Source: an optimization exercise on an open RTL-to-GDS flow (aim: small area). Production flows keep margins and buffers that such runs may drop. The clock input has no modelled driver; a real chip could not lean on it and would need a root buffer or a full tree. Power and IR drop assume default switching activity.

== lane 1 ==
## top_module
module top_module(
    input wire clk,
    input wire rst,                
    input wire speed_up_switch,
    input wire pause_button,
    input wire hour_inc_button,
    input wire hour_dec_button,
    input wire min_inc_button,
    input wire min_dec_button,
    input wire reset_switch,
    input wire [5:0] second_switches,
    output wire [6:0] segments,
    output wire [3:0] anodes,
    output wire [5:0] leds
);
    wire speed_up;
    wire enable;
    wire hour_inc, hour_dec, min_inc, min_dec;
    test_debouncer td(.clk(clk), .rst(rst), .switch(speed_up_switch), .speed_up(speed_up));
    enable_toggle_debouncer enable_debouncer(.clk(clk), .rst(rst), .button(pause_button), .enable(enable));
    debouncer hour_inc_debouncer(.clk(clk), .rst(rst), .PB(hour_inc_button), .PB_up(hour_inc));
    debouncer hour_dec_debouncer(.clk(clk), .rst(rst), .PB(hour_dec_button), .PB_up(hour_dec));
    debouncer min_inc_debouncer(.clk(clk), .rst(rst), .PB(min_inc_button), .PB_up(min_inc));
    debouncer min_dec_debouncer(.clk(clk), .rst(rst), .PB(min_dec_button), .PB_up(min_dec));
    display display_inst (
        .clk(clk), .rst(rst), .speed_up(speed_up), .enable(enable),
        .hour_inc(hour_inc), .hour_dec(hour_dec), .min_inc(min_inc), .min_dec(min_dec),
        .reset_switch(reset_switch), .second_switches(second_switches),
        .segments(segments), .anodes(anodes), .leds(leds)
    );
endmodule
Size in the first run: about 510 cells after synthesis, ~130 flip-flops, about 32 I/O pins, about 4600 um2 of cells after synthesis.
clock: 10.0 ns
lec_check: 0
cap_margin: 20
core_margin: 2
core_utilization: 40
cts_buf_list: sky130_fd_sc_hd__clkbuf_4
slew_margin: 20
standard.sh (not shown) runs the stock make flow with config.mk's settings and CLKGATE_MAP_FILE= SYNTH_SCRIPT=/design/flow/synth_recipe.tcl, a recipe that flattens the netlist after the stock synthesis.
==> flow/flow/run.sh <==
#!/bin/bash
# Own layout flow: the standard ORFS flow with
#  - the standard synthesis script (synth_recipe.tcl) run unchanged, except that the
#    combinational logic is mapped with an area-oriented ABC script (flow/abc_area.script)
#    and adders are left to ABC (no separate half/full-adder extraction);
#  - ports buffered with the smallest buffer (buf_1);
#  - a two-level inverter clock tree built by flow/clock_tree.tcl in place of TritonCTS.
# Each tool's output goes to make.log / write_def.log here, and ORFS's per-step logs
# to orfs/logs/.
set -euo pipefail
W=$(pwd)
export BUFFER_PORTS_ARGS="-buffer_cell sky130_fd_sc_hd__buf_1"
KNOBS=()
while IFS= read -r line; do
  k=${line#export }; k=${k%% =*}; v=${line#*= }
  KNOBS+=("$k=$v")
done < <(grep -E '^export (CORE_UTILIZATION|CORE_MARGIN|CAP_MARGIN|SLEW_MARGIN|PLACE_DENSITY|DIE_AREA|CORE_AREA|CORE_ASPECT_RATIO|CTS_BUF_LIST|CTS_CLUSTER_SIZE|CTS_CLUSTER_DIAMETER) ' config.mk || true)
cfg() { grep -E "^export $1 = " config.mk | head -n 1 | sed -e "s/^export $1 = //" || true; }
CTS_BUFS=$(cfg CTS_BUF_LIST); CTS_BUFS=${CTS_BUFS:-sky130_fd_sc_hd__clkbuf_4}
CTS_SIZE=$(cfg CTS_CLUSTER_SIZE); CTS_SIZE=${CTS_SIZE:-30}
CTS_DIAM=$(cfg CTS_CLUSTER_DIAMETER); CTS_DIAM=${CTS_DIAM:-100}
CTS_ROOT=""
ROOT_ARG=""; [ -n "$CTS_ROOT" ] && ROOT_ARG="-root_buf $CTS_ROOT"
export PRE_CTS_TCL="$W/flow/clock_tree.tcl"
export OWN_CTS_ROOT=sky130_fd_sc_hd__clkinv_8 OWN_CTS_LEAF=sky130_fd_sc_hd__inv_6 OWN_CTS_GROUPS=8
export CTS_ARGS="$ROOT_ARG -sink_clustering_enable -repair_clock_nets -buf_list {$CTS_BUFS} -sink_clustering_size $CTS_SIZE -sink_clustering_max_diameter $CTS_DIAM -dont_use_dummy_load"
make -C "$FLOW_HOME" DESIGN_CONFIG="$W/config.mk" WORK_HOME="$W/orfs" CLKGATE_MAP_FILE= \
  ADDER_MAP_FILE= SYNTH_SCRIPT="$W/flow/synth.tcl" "${KNOBS[@]}" finish > "$W/make.log" 2>&1
R="$W/orfs/results/${FLOW_PLATFORM}/top_module/base"
: # left out here: write the final layout as DEF
==> flow/flow/clock_tree.tcl <==
# Runs at the start of the CTS step (PRE_CTS_TCL), in place of TritonCTS:
# a two-level inverter clock tree. The clock port drives one root inverter
# (OWN_CTS_ROOT); it drives OWN_CTS_GROUPS leaf inverters (OWN_CTS_LEAF), each
# placed at the centre of one group of flip-flops (split by position into two
# columns and then rows) and driving that group. Every flip-flop sees the clock
# through exactly two inverters, so its polarity is unchanged and the clock
# arrives at the same depth everywhere. The rest of the CTS step (placement
# legalisation, timing repair) runs as usual.
set root_master $::env(OWN_CTS_ROOT)
set leaf_master $::env(OWN_CTS_LEAF)
set cts_groups $::env(OWN_CTS_GROUPS)
set block [ord::get_db_block]
set db [ord::get_db]
set clk_net [$block findNet clk]
set sinks {}
foreach it [$clk_net getITerms] { lappend sinks $it }
proc sink_x {it} { return [lindex [[$it getInst] getLocation] 0] }
proc sink_y {it} { return [lindex [[$it getInst] getLocation] 1] }
proc split_by {lst n key} {
  set lst [lsort -command [list apply {{k a b} { expr {[$k $a] - [$k $b]} }} $key] $lst]
  set per [expr {int(ceil(double([llength $lst]) / $n))}]
  set out {}
  for {set i 0} {$i < $n} {incr i} { lappend out [lrange $lst [expr {$i * $per}] [expr {($i + 1) * $per - 1}]] }
  return $out
}
set cols [expr {$cts_groups >= 2 ? 2 : 1}]
set rows [expr {int(ceil(double($cts_groups) / $cols))}]
set groups {}
foreach col [split_by $sinks $cols sink_x] {
  foreach grp [split_by $col $rows sink_y] { if {[llength $grp]} { lappend groups $grp } }
}
# root inverter
set mid_net [odb::dbNet_create $block clknet_own_root]
$mid_net setSigType CLOCK
set root [odb::dbInst_create $block [$db findMaster $root_master] clkinv_own_root]
[$root findITerm A] connect $clk_net
[$root findITerm Y] connect $mid_net
set ax 0; set ay 0; set na 0
set g -1
foreach grp $groups {
  incr g
  set net [odb::dbNet_create $block "clknet_own_$g"]
  $net setSigType CLOCK
  set sx 0; set sy 0
  foreach it $grp {
    set loc [[$it getInst] getLocation]
    set sx [expr {$sx + [lindex $loc 0]}]; set sy [expr {$sy + [lindex $loc 1]}]
    $it disconnect
    $it connect $net
  }
  set inst [odb::dbInst_create $block [$db findMaster $leaf_master] "clkinv_own_$g"]
  [$inst findITerm A] connect $mid_net
  [$inst findITerm Y] connect $net
  set x [expr {$sx / [llength $grp]}]; set y [expr {$sy / [llength $grp]}]
  $inst setLocation $x $y
  $inst setPlacementStatus PLACED
  set ax [expr {$ax + $x}]; set ay [expr {$ay + $y}]; incr na
  puts "own clock tree: leaf $g ($leaf_master) drives [llength $grp] sinks"
}
$root setLocation [expr {$ax / $na}] [expr {$ay / $na}]
$root setPlacementStatus PLACED
proc clock_tree_synthesis {args} { puts "clock_tree_synthesis skipped: own clock tree built" }
# cts.tcl next clones clock-tree inverters next to each of their loads; that
# would undo this tree, so it is skipped too.
proc repair_clock_inverters {args} { puts "repair_clock_inverters skipped: own clock tree built" }
Other scripts of this flow, unchanged in this note and not shown: flow/flow/abc_area.script, flow/flow/synth.tcl
Modified inputs, lane 2 compared to lane 1
-- flow/flow/run.sh --
<<< lane 1, line 24
export PRE_CTS_TCL="$W/flow/clock_tree.tcl"
export OWN_CTS_ROOT=sky130_fd_sc_hd__clkinv_8 OWN_CTS_LEAF=sky130_fd_sc_hd__inv_6 OWN_CTS_GROUPS=8
export CTS_ARGS="$ROOT_ARG -sink_clustering_enable -repair_clock_nets -buf_list {$CTS_BUFS} -sink_clustering_size $CTS_SIZE -sink_clustering_max_diameter $CTS_DIAM -dont_use_dummy_load"
>>> lane 2, line 24
export PRE_CTS_TCL="$W/flow/clock_tree.tcl"
export OWN_CTS_ROOT=sky130_fd_sc_hd__clkinv_8 OWN_CTS_LEAF=sky130_fd_sc_hd__inv_8 OWN_CTS_GROUPS=6
export CTS_ARGS="$ROOT_ARG -sink_clustering_enable -repair_clock_nets -buf_list {$CTS_BUFS} -sink_clustering_size $CTS_SIZE -sink_clustering_max_diameter $CTS_DIAM -dont_use_dummy_load"
[summary]
As far as met1 track demand over resource in global routing is concerned, lane 1 and lane 2 perform about the same. Higher via count goes to lane 1 over lane 2. Looking at lane 1 and lane 2, the total routing resource utilization after global routing is a wash. The total power on lane 1 is in line with that on lane 2.
No run of this note included a check of the RTL's function; only the layout flow was run. No run of this note takes its clock network from TritonCTS; it comes from the design's own scripts or RTL.

==> separate check: timing with driven ports <==
The flow's constraints put no driver on any port. The routed layouts listed below were extracted and timed again, unchanged, in two steps.
Step 1, drivers: a clkbuf_16 drives clk and a buf_2 each remaining input, both assumed.
Step 2 adds t to the input delays and takes it off the output delays; t is the mean of the earliest and latest rising clock arrival at the registers after step 1. Input paths then give back, and output paths get back, about the clock's delay inside the block.
a / b / c = ideal / step 1 / step 2; a / b = the first two.
run	shift t [ns]	setup WS [ns]	worst setup path after step 2	latest minus earliest clock arrival (ns)
lane 1	0.316	5.974 / 5.922 / 6.238	register to output	0.011 / 0.012
lane 2	0.311	5.986 / 5.934 / 6.245	register to output	0.013 / 0.013
After both steps every run listed still meets setup and hold.
